From an optimization exercise on the open Yosys and OpenROAD flow, aimed at a short achievable clock period and few clock cycles; shortcuts taken in it are not production practice. Function was checked by simulation only, so behaviour that the tests miss may differ from the original. Power figures rest on the tool's default switching activity, not on a simulated workload.

== oak ==
// ARM
module ARM (
	input clk,
	input rst,
	output [31:0] imem_addr,
	input  [31:0] imem_rdata,
	output [31:0] dmem_addr,
	output [31:0] dmem_wdata,
	output dmem_rd_en,
	output dmem_wr_en,
	input  [31:0] dmem_rdata,
	input  dmem_ready
);
==> flow/config.mk <==
export PLATFORM = sky130hd
export DESIGN_NAME = ARM
export DESIGN_NICKNAME = ARM
export VERILOG_FILES = /design/flow/design.v
export SDC_FILE = /design/flow/constraint.sdc
export NUM_CORES = 8
export LEC_CHECK = 0
export CAP_MARGIN = 20
export CORE_MARGIN = 2
export CORE_UTILIZATION = 40
export SETUP_SLACK_MARGIN = 0.4
export SLEW_MARGIN = 20
==> flow/constraint.sdc <==
create_clock -name core_clock -period 18.0 [get_ports {clk}]
set_input_delay 3.6000 -clock core_clock [delete_from_list [all_inputs] [get_ports {clk}]]
set_output_delay 3.6000 -clock core_clock [all_outputs]
set_load 0.01 [all_outputs]
standard.sh (not shown) runs the stock make flow with config.mk's settings and CLKGATE_MAP_FILE= SYNTH_SCRIPT=/design/flow/synth_recipe.tcl, a recipe that flattens the netlist after the stock synthesis.
==> flow/flow/run.sh <==
#!/bin/bash
# Layout flow: the standard ORFS flow (standard.sh, unchanged synthesis),
# with repair_timing asked for a setup margin so that it optimises the layout
# for a shorter period than the constraint's 18 ns, and the port buffers made
# with a regular buffer cell. The clock period and the SDC stay the design's.
set -euo pipefail
cd "$(dirname "${BASH_SOURCE[0]}")/.."
bash standard.sh SETUP_SLACK_MARGIN=13.5 \
  "BUFFER_PORTS_ARGS=-buffer_cell sky130_fd_sc_hd__buf_4" \
  finish > flow_make.log 2>&1
Testbench counts of oak, summed over its fixed seeds: cycles 38,991.
Input changes introduced in pine (baseline for comparison: oak):
-- flow/design.v --
<<< oak, line 56
	reg  [31:0] o_addr, o_wdata;
	reg  [3:0]  o_dst, o_tag;
	reg         q_wr   [0:3];
	reg  [31:0] q_addr [0:3];
	reg  [31:0] q_data [0:3];
	reg  [3:0]  q_dst  [0:3];
	reg  [3:0]  q_tag  [0:3];      
	reg         q_pd   [0:3];      
	reg  [1:0]  q_rp, q_wp;
	reg  [2:0]  q_cnt;
	wire fN = flg[3], fZ = flg[2], fC = flg[1], fV = flg[0];
	wire [15:0] ctab = {
>>> pine, line 56
	reg  [31:0] o_addr, o_wdata;
	reg  [3:0]  o_dst, o_tag;
	reg         q_wr   [0:7];
	reg  [31:0] q_addr [0:7];
	reg  [31:0] q_data [0:7];
	reg  [3:0]  q_dst  [0:7];
	reg  [3:0]  q_tag  [0:7];      
	reg         q_pd   [0:7];      
	reg  [2:0]  q_rp, q_wp;
	reg  [3:0]  q_cnt;
	wire fN = flg[3], fZ = flg[2], fC = flg[1], fV = flg[0];
	wire [15:0] ctab = {
<<< oak, line 217
	wire served    = head_busy & dmem_ready;
	wire head_free = ~head_busy | served;
	wire q_nonempty = q_cnt != 3'd0;
	wire [3:0] q_tot = {1'b0, q_cnt} + {3'd0, head_busy} + {3'd0, e_qmem};
	wire stall = fd_v & (
		(d_shift & d_fwb) |
		(d_mem & (q_tot >= 4'd5)));
	wire [31:0] d_addr = d_va + {{20{di[11]}}, di[11:0]};
	wire [3:0] dcnd = di[31:28];
>>> pine, line 217
	wire served    = head_busy & dmem_ready;
	wire head_free = ~head_busy | served;
	wire q_nonempty = q_cnt != 4'd0;
	wire [4:0] q_tot = {1'b0, q_cnt} + {4'd0, head_busy} + {4'd0, e_qmem};
	wire stall = fd_v & (
		(d_shift & d_fwb) |
		(d_mem & (q_tot >= 5'd9)));
	wire [31:0] d_addr = d_va + {{20{di[11]}}, di[11:0]};
	wire [3:0] dcnd = di[31:28];
<<< oak, line 354
			pend <= 15'd0;
			l_seq <= 4'd0;
			q_rp <= 2'd0; q_wp <= 2'd0; q_cnt <= 3'd0;
		end else begin
			if (mispredict)
>>> pine, line 354
			pend <= 15'd0;
			l_seq <= 4'd0;
			q_rp <= 3'd0; q_wp <= 3'd0; q_cnt <= 4'd0;
		end else begin
			if (mispredict)
<<< oak, line 374
			if (e_lld && !dmem_ready && de_rd != 4'd15) pend[de_rd] <= 1'b1;
			if (e_ldw | launch_ld) l_seq <= l_seq + 4'd1;
			if (q_push) q_wp <= q_wp + 2'd1;
			if (q_pop)  q_rp <= q_rp + 2'd1;
			q_cnt <= q_cnt + {2'd0, q_push} - {2'd0, q_pop};
		end
	end
>>> pine, line 374
			if (e_lld && !dmem_ready && de_rd != 4'd15) pend[de_rd] <= 1'b1;
			if (e_ldw | launch_ld) l_seq <= l_seq + 4'd1;
			if (q_push) q_wp <= q_wp + 3'd1;
			if (q_pop)  q_rp <= q_rp + 3'd1;
			q_cnt <= q_cnt + {3'd0, q_push} - {3'd0, q_pop};
		end
	end
<<< oak, line 494
		if (e_ldw) ptag[de_rd] <= l_seq;
		if (e_lld) ptag[de_rd] <= de_tag;
		for (k = 0; k < 4; k = k + 1)
			if (q_pd[k] && ld_any && q_tag[k] == ld_tag) begin
				q_data[k] <= ld_q;
>>> pine, line 494
		if (e_ldw) ptag[de_rd] <= l_seq;
		if (e_lld) ptag[de_rd] <= de_tag;
		for (k = 0; k < 8; k = k + 1)
			if (q_pd[k] && ld_any && q_tag[k] == ld_tag) begin
				q_data[k] <= ld_q;
Findings:
Compared pine vs oak, and share of the clock period used by the worst path after layout is up in pine. pine: number of buffers outside the clock class in the layout 9 below oak. pine vs. oak: fraction of the mapped netlist area in compound gates now smaller; relative contribution of sequential cells to total power now larger; die footprint now larger; worst setup slack now smaller.
Testbench counts of pine, summed over its fixed seeds: cycles 38,892.

---

## run A
Another version of the RTL of ARM (not shown whole).
For scale: ~11000 cells after synthesis, about 1600 flip-flops, about 170 I/O pins, roughly 99000 um^2 of cells after synthesis.
clock: 18.0 ns
lec_check: 0
cap_margin: 20
core_margin: 2
core_utilization: 40
setup_slack_margin: 0.4
slew_margin: 20
==> flow/flow/run.sh <==
#!/bin/bash
# Layout flow: the standard ORFS flow (standard.sh, unchanged synthesis),
# with repair_timing asked for a setup margin so that it optimises the layout
# for a shorter period than the constraint's 18 ns, the port buffers made
# with a regular buffer cell, and clock tree synthesis with smaller sink
# clusters and no dummy loads (a shorter clock tree). The clock period and the
# SDC stay the design's.
set -euo pipefail
cd "$(dirname "${BASH_SOURCE[0]}")/.."
bash standard.sh SETUP_SLACK_MARGIN=13.5 \
  "BUFFER_PORTS_ARGS=-buffer_cell sky130_fd_sc_hd__buf_4" \
  "CTS_ARGS=-sink_clustering_enable -repair_clock_nets -dont_use_dummy_load -sink_clustering_size 18 -sink_clustering_max_diameter 100" \
  finish > flow_make.log 2>&1
Testbench counts of run A, summed over its fixed seeds: cycles 38,166.
### run A -> run B
--- a/flow/design.v
+++ b/flow/design.v
@@ -243,20 +243,22 @@
 				pk_b[c] = ~stable | ctab[c];
 				pk_f[c] = stable ? ctab[c] : ((c < 10) ? c[0] : ~c[0]);
 			end
 		end
 		pk_b[14] = 1'b1; pk_f[14] = 1'b1;
 		pk_b[15] = 1'b0; pk_f[15] = 1'b0;
 	end
 	wire        f_pred = f_br & (fi[23] ? pk_b[fc] : pk_f[fc]);
 	wire [9:0]  pc1 = pc + 10'd1;
-	wire [10:0] ft_sum = {pc, 1'b1} + {fi[9:0], 1'b1};
-	wire [9:0]  f_tgt = ft_sum[10:1];
+	wire [5:0]  ft_lo  = {1'b0, pc1[4:0]} + {1'b0, fi[4:0]};
+	wire [4:0]  ft_hi0 = pc1[9:5] + fi[9:5];
+	wire [4:0]  ft_hi1 = pc1[9:5] + fi[9:5] + 5'd1;
+	wire [9:0]  f_tgt = {ft_lo[5] ? ft_hi1 : ft_hi0, ft_lo[4:0]};
 	wire [9:0]  f_next = f_pred ? f_tgt : pc1;
 	wire [9:0]  f_alt  = f_pred ? pc1 : f_tgt;
 	wire        f_st = (fi[27:26] == 2'b01) & ~fi[20];
 	wire [3:0]  f_rb = f_st ? fi[15:12] : fi[3:0];
 	wire [15:0] f_oha = 16'd1 << fi[19:16];
 	wire [3:0]  n_ra = f_hold ? drn : fi[19:16];
 	wire [3:0]  n_rb = f_hold ? d_rbsel : f_rb;
 	wire [15:0] f_ohb = 16'd1 << f_rb;
 	assign imem_addr = {22'd0, pc};
==> comparison <==
- What run B reported for first-pass GRT wire length has to be multiplied by 1.09 to get the figure for run A.
- The signed area change from the synthesized netlist to the final layout number comes out lower for run B vs run A.
- Measured against each other, run A and run B differ in power in the clock group, the lower figure coming from run B.
- Critical path depth sits lower in run B than in run A.
- Delta (run B minus run A): pin count of the biggest net entering global routing saw an increase, floorplan die area decreased about 1.8%, fmax went up about 0.8%, wire length decreased 10%, share of total power in the clock network shows an increase of 2.2 points.
- The cell area after placement in run B sits 2.9% below the value recorded for run A.
- Run B against run A: met3 layer usage reported by global route down 3.5 points; switching component of the power fell by 0.0011 W.
- Worst vdd rail ir drop is lower on run A
Testbench counts of run B, summed over its fixed seeds: cycles 38,166.

---

ARM, a different RTL version from the one above (not shown whole).
Size: roughly 1,300 flip-flops, roughly 170 I/O pins, roughly 81,000 um^2 of cells after synthesis.
==> flow/config.mk <==
export PLATFORM = sky130hd
export DESIGN_NAME = ARM
export DESIGN_NICKNAME = ARM
export VERILOG_FILES = /design/flow/design.v
export SDC_FILE = /design/flow/constraint.sdc
export NUM_CORES = 8
export LEC_CHECK = 0
export CAP_MARGIN = 20
export CORE_MARGIN = 2
export CORE_UTILIZATION = 40
export SETUP_SLACK_MARGIN = 0.4
export SLEW_MARGIN = 20
==> flow/constraint.sdc <==
create_clock -name core_clock -period 18.0 [get_ports {clk}]
set_input_delay 3.6000 -clock core_clock [delete_from_list [all_inputs] [get_ports {clk}]]
set_output_delay 3.6000 -clock core_clock [all_outputs]
set_load 0.01 [all_outputs]
==> flow/flow/run.sh <==
#!/bin/bash
# Layout flow: the standard ORFS flow (standard.sh, unchanged synthesis),
# with repair_timing asked for a setup margin so that it optimises the layout
# for a shorter period than the constraint's 18 ns, and the port buffers made
# with a regular buffer cell. The clock period and the SDC stay the design's.
set -euo pipefail
cd "$(dirname "${BASH_SOURCE[0]}")/.."
bash standard.sh SETUP_SLACK_MARGIN=13.5 \
  "BUFFER_PORTS_ARGS=-buffer_cell sky130_fd_sc_hd__buf_4" \
  finish > flow_make.log 2>&1
Testbench counts at the start, summed over its fixed seeds: cycles 39,596.
Edit:
--- a/flow/design.v
+++ b/flow/design.v
@@ -225,21 +225,24 @@
 			end else begin
 				pk_b[c] = ~stable | ctab[c];
 				pk_f[c] = stable & ctab[c];
 			end
 		end
 		pk_b[14] = 1'b1; pk_f[14] = 1'b1;
 		pk_b[15] = 1'b0; pk_f[15] = 1'b0;
 	end
 	wire        f_pred = f_br & (fi[23] ? pk_b[fc] : pk_f[fc]);
 	wire [9:0]  pc1 = pc + 10'd1;
-	wire [9:0]  f_tgt = pc1 + fi[9:0];
+	wire [5:0]  ft_lo  = {1'b0, pc1[4:0]} + {1'b0, fi[4:0]};
+	wire [4:0]  ft_hi0 = pc1[9:5] + fi[9:5];
+	wire [4:0]  ft_hi1 = pc1[9:5] + fi[9:5] + 5'd1;
+	wire [9:0]  f_tgt = {ft_lo[5] ? ft_hi1 : ft_hi0, ft_lo[4:0]};
 	wire [9:0]  f_next = f_pred ? f_tgt : pc1;
 	wire [9:0]  f_alt  = f_pred ? pc1 : f_tgt;
 	wire        f_st = (fi[27:26] == 2'b01) & ~fi[20];
 	wire [3:0]  f_rb = f_st ? fi[15:12] : fi[3:0];
 	wire [15:0] f_oha = 16'd1 << fi[19:16];
 	wire [3:0]  n_ra = f_hold ? drn : fi[19:16];
 	wire [3:0]  n_rb = f_hold ? d_rbsel : f_rb;
 	wire [15:0] f_ohb = 16'd1 << f_rb;
 	assign imem_addr = {22'd0, pc};
 	assign dmem_addr  = o_addr;
=> The new run finished with timing, DRC and antenna clean. Total power rose by 2.0%. Routed wire length fell by 5.6%. Sequential share of layout area rose by 0.33 points. Design area fell by 0.91%. Worst setup slack got worse by 0.055 ns. Final cell count fell by 1.2%. Area after synthesis fell by 1.5%. Via count fell by 2.2%. Clock-buffer cell count rose by 5. Utilization rose by 0.20 points. Worst hold slack improved by 0.0031 ns.
Testbench counts after the change, summed over its fixed seeds: cycles 39,596.

---

v6:
ARM, a different RTL version from the one above (not shown whole).
For scale: about 9800 cells after synthesis, about 170 I/O pins, roughly 87000 µm² of cells after synthesis.
Settings: LEC_CHECK=0, CAP_MARGIN=20, CORE_MARGIN=2, CORE_UTILIZATION=40, SETUP_SLACK_MARGIN=0.4, SLEW_MARGIN=20; clock period 18.0 ns.
Scripts as last shown in full above: flow/flow/run.sh
Testbench counts of v6, summed over its fixed seeds: cycles 38,991.
--- input diff v6..v7 ---
--- a/flow/design.v
+++ b/flow/design.v
@@ -241,41 +241,31 @@
 	wire        stable = ~d_sets & ~e_sets;
 	wire [3:0]  fc = fi[31:28];
 	reg  [15:0] pk_b, pk_f;
 	integer c;
 	always @(*) begin
 		for (c = 0; c < 14; c = c + 1) begin
 			if (c < 2) begin
 				pk_b[c] = 1'b1;
-				pk_f[c] = c[0];
+				pk_f[c] = 1'b0;
 			end else begin
 				pk_b[c] = ~stable | ctab[c];
-				pk_f[c] = stable ? ctab[c] : ((c < 10) ? c[0] : ~c[0]);
+				pk_f[c] = stable & ctab[c];
 			end
 		end
 		pk_b[14] = 1'b1; pk_f[14] = 1'b1;
 		pk_b[15] = 1'b0; pk_f[15] = 1'b0;
 	end
 	wire        f_zc   = f_br & ~d_sets & zfk & (fc[3:1] == 3'd0);
 	wire        f_pred = f_zc ? (zf ^ fc[0]) : f_br & (fi[23] ? pk_b[fc] : pk_f[fc]);
 	wire [9:0]  pc1 = pc + 10'd1;
-	reg  [5:0]  ft_lo_t  [0:31];
-	reg  [4:0]  ft_hi0_t [0:31];
-	reg  [4:0]  ft_hi1_t [0:31];
-	integer t;
-	always @(*)
-		for (t = 0; t < 32; t = t + 1) begin
-			ft_lo_t[t]  = {1'b0, pc1[4:0]} + t;
-			ft_hi0_t[t] = pc1[9:5] + t;
-			ft_hi1_t[t] = pc1[9:5] + t + 1;
-		end
-	wire [5:0]  ft_lo  = ft_lo_t[fi[4:0]];
-	wire [4:0]  ft_hi0 = ft_hi0_t[fi[9:5]];
-	wire [4:0]  ft_hi1 = ft_hi1_t[fi[9:5]];
+	wire [5:0]  ft_lo  = {1'b0, pc1[4:0]} + {1'b0, fi[4:0]};
+	wire [4:0]  ft_hi0 = pc1[9:5] + fi[9:5];
+	wire [4:0]  ft_hi1 = pc1[9:5] + fi[9:5] + 5'd1;
 	wire [9:0]  f_tgt = {ft_lo[5] ? ft_hi1 : ft_hi0, ft_lo[4:0]};
 	wire [9:0]  f_next = f_pred ? f_tgt : pc1;
 	wire [9:0]  f_alt  = f_pred ? pc1 : f_tgt;
 	wire        f_st = (fi[27:26] == 2'b01) & ~fi[20];
 	wire [3:0]  f_rb = f_st ? fi[15:12] : fi[3:0];
 	wire [15:0] f_oha = 16'd1 << fi[19:16];
 	wire [3:0]  n_ra = f_hold ? drn : fi[19:16];
 	wire [3:0]  n_rb = f_hold ? d_rbsel : f_rb;
@@ -322,28 +312,29 @@
 	wire        n_rd   = q_nonempty ? ~q_wr[q_rp] : e_mem ? de_ld : launch & d_ld;
 	wire        n_wr   = q_nonempty ?  q_wr[q_rp] : e_mem ? de_st : launch & d_st;
 	wire [31:0] n_addr = q_nonempty ? q_addr[q_rp] : e_mem ? sum[31:0] : d_addr;
 	wire        n_pd   = q_nonempty ? q_pd[q_rp] : e_mem & de_st & de_ps;
 	wire [3:0]  n_ptg  = q_nonempty ? q_tag[q_rp] : de_stag;
 	wire [31:0] n_pdat = (o_rd & (o_tag == n_ptg)) ? dmem_rdata : ld_q;
 	wire [31:0] n_data = n_pd ? n_pdat : q_nonempty ? q_data[q_rp] : e_mem ? es : d_vb;
 	wire        d_fix_e = d_fix & ~mispredict & ~f_hold;
-	wire        f_take = f_pred & ~mispredict & ~f_hold & ~d_fix;
-	wire [9:0]  pc_alt = mispredict ? de_alt : f_hold ? pc : d_fix ? fd_alt : pc1;
+	wire        f_take = f_pred & ~mispredict & ~f_hold;
+	wire [9:0]  pc_alt = mispredict ? de_alt : f_hold ? pc : pc1;
+	wire [9:0]  pc_o   = f_take ? f_tgt : pc_alt;
 	wire advance = ~e_hold;           
 	wire f_hold  = e_hold | stall;
 	always @(posedge clk) begin
 		if (rst) begin
 			pc <= 10'd0;
 			o_rd <= 1'b0; o_wr <= 1'b0;
 			o_addr <= 32'd0; o_wdata <= 32'd0;
 			o_dst <= 4'd0; o_tag <= 4'd0;
 		end else begin
-			pc <= f_take ? f_tgt : pc_alt;
+			pc <= d_fix_e ? fd_alt : pc_o;
 			if (head_free) begin
 				o_rd    <= n_rd;
 				o_wr    <= n_wr;
 				o_addr  <= n_addr;
 				o_wdata <= n_data;
 				o_dst   <= q_nonempty ? q_dst[q_rp]  : e_mem ? de_rd : drd;
 				o_tag   <= q_nonempty ? q_tag[q_rp]  : l_seq;
 			end
In the metrics for v7 and v6, the one carrying the higher arrival time of data at the critical path endpoint is v6. Sum of met2 wire segment lengths after detailed routing came out higher on v7 than on v6. Higher setup slack after placement was reported by v6, not v7. Of v7 and v6, the run reporting the lower switching power as a share of total power was v6. Compared to v6, v7 has combinational cell fraction of total power 1.2 points higher. v6 -> v7: number of global-route vias before repair increased slightly. Share of power burned in the clock network: v7 vs v6 down 0.6 points. v7 vs v6 — total number of multi-input combinational cells climbed slightly. v7 vs. v6: peak clock frequency supported by timing rose about 9%; number of cells on the critical path fell 3. Share of the synthesized area in compound gates (AO/OA/AOI/OAI) in v7 is 2.3 points higher than in v6.
Testbench counts of v7, summed over its fixed seeds: cycles 39,140.

## static timing again, ports no longer ideal
No port has a modelled driver above. Below, the same layouts with a new extraction and two added sets of constraints.
Step 1: set_driving_cell puts a clkbuf_16 on clk and a buf_2 on each other input, an assumption about the parent block.
Step 2, shift: input delay + t, output delay - t, t = (earliest + latest rising clock arrival at the registers) / 2. This alone moves slack from input paths to output paths.
Three values: ideal ports, drivers, drivers and shift; two values: the first two.
| run | t (ns) | setup slack, ns | hold WS [ns] |
|---|---|---|---|
| oak | 0.939 | 13.085 / 12.983 / 12.249 | 0.443 / 0.443 / 0.443 |
| pine | 0.960 | 13.011 / 12.918 / 12.154 | 0.439 / 0.439 / 0.439 |
| run A | 0.899 | 12.997 / 12.942 / 12.142 | 0.456 / 0.456 / 0.456 |
| run B | 0.897 | 13.037 / 12.926 / 12.325 | 0.460 / 0.460 / 0.460 |
| the first run of note 3 | 0.912 | 13.044 / 12.958 / 12.237 | 0.451 / 0.451 / 0.451 |
| the second run of note 3 | 0.931 | 12.989 / 12.962 / 12.292 | 0.454 / 0.454 / 0.454 |
| v6 | 0.925 | 12.588 / 12.610 / 11.684 | 0.457 / 0.457 / 0.457 |
| v7 | 0.949 | 13.028 / 12.933 / 12.138 | 0.452 / 0.452 / 0.452 |
After both steps setup and hold are still met in every run listed. The setup slack of v6, which loses most, moves by +0.022 ns with the drivers and by -0.904 ns with both steps.
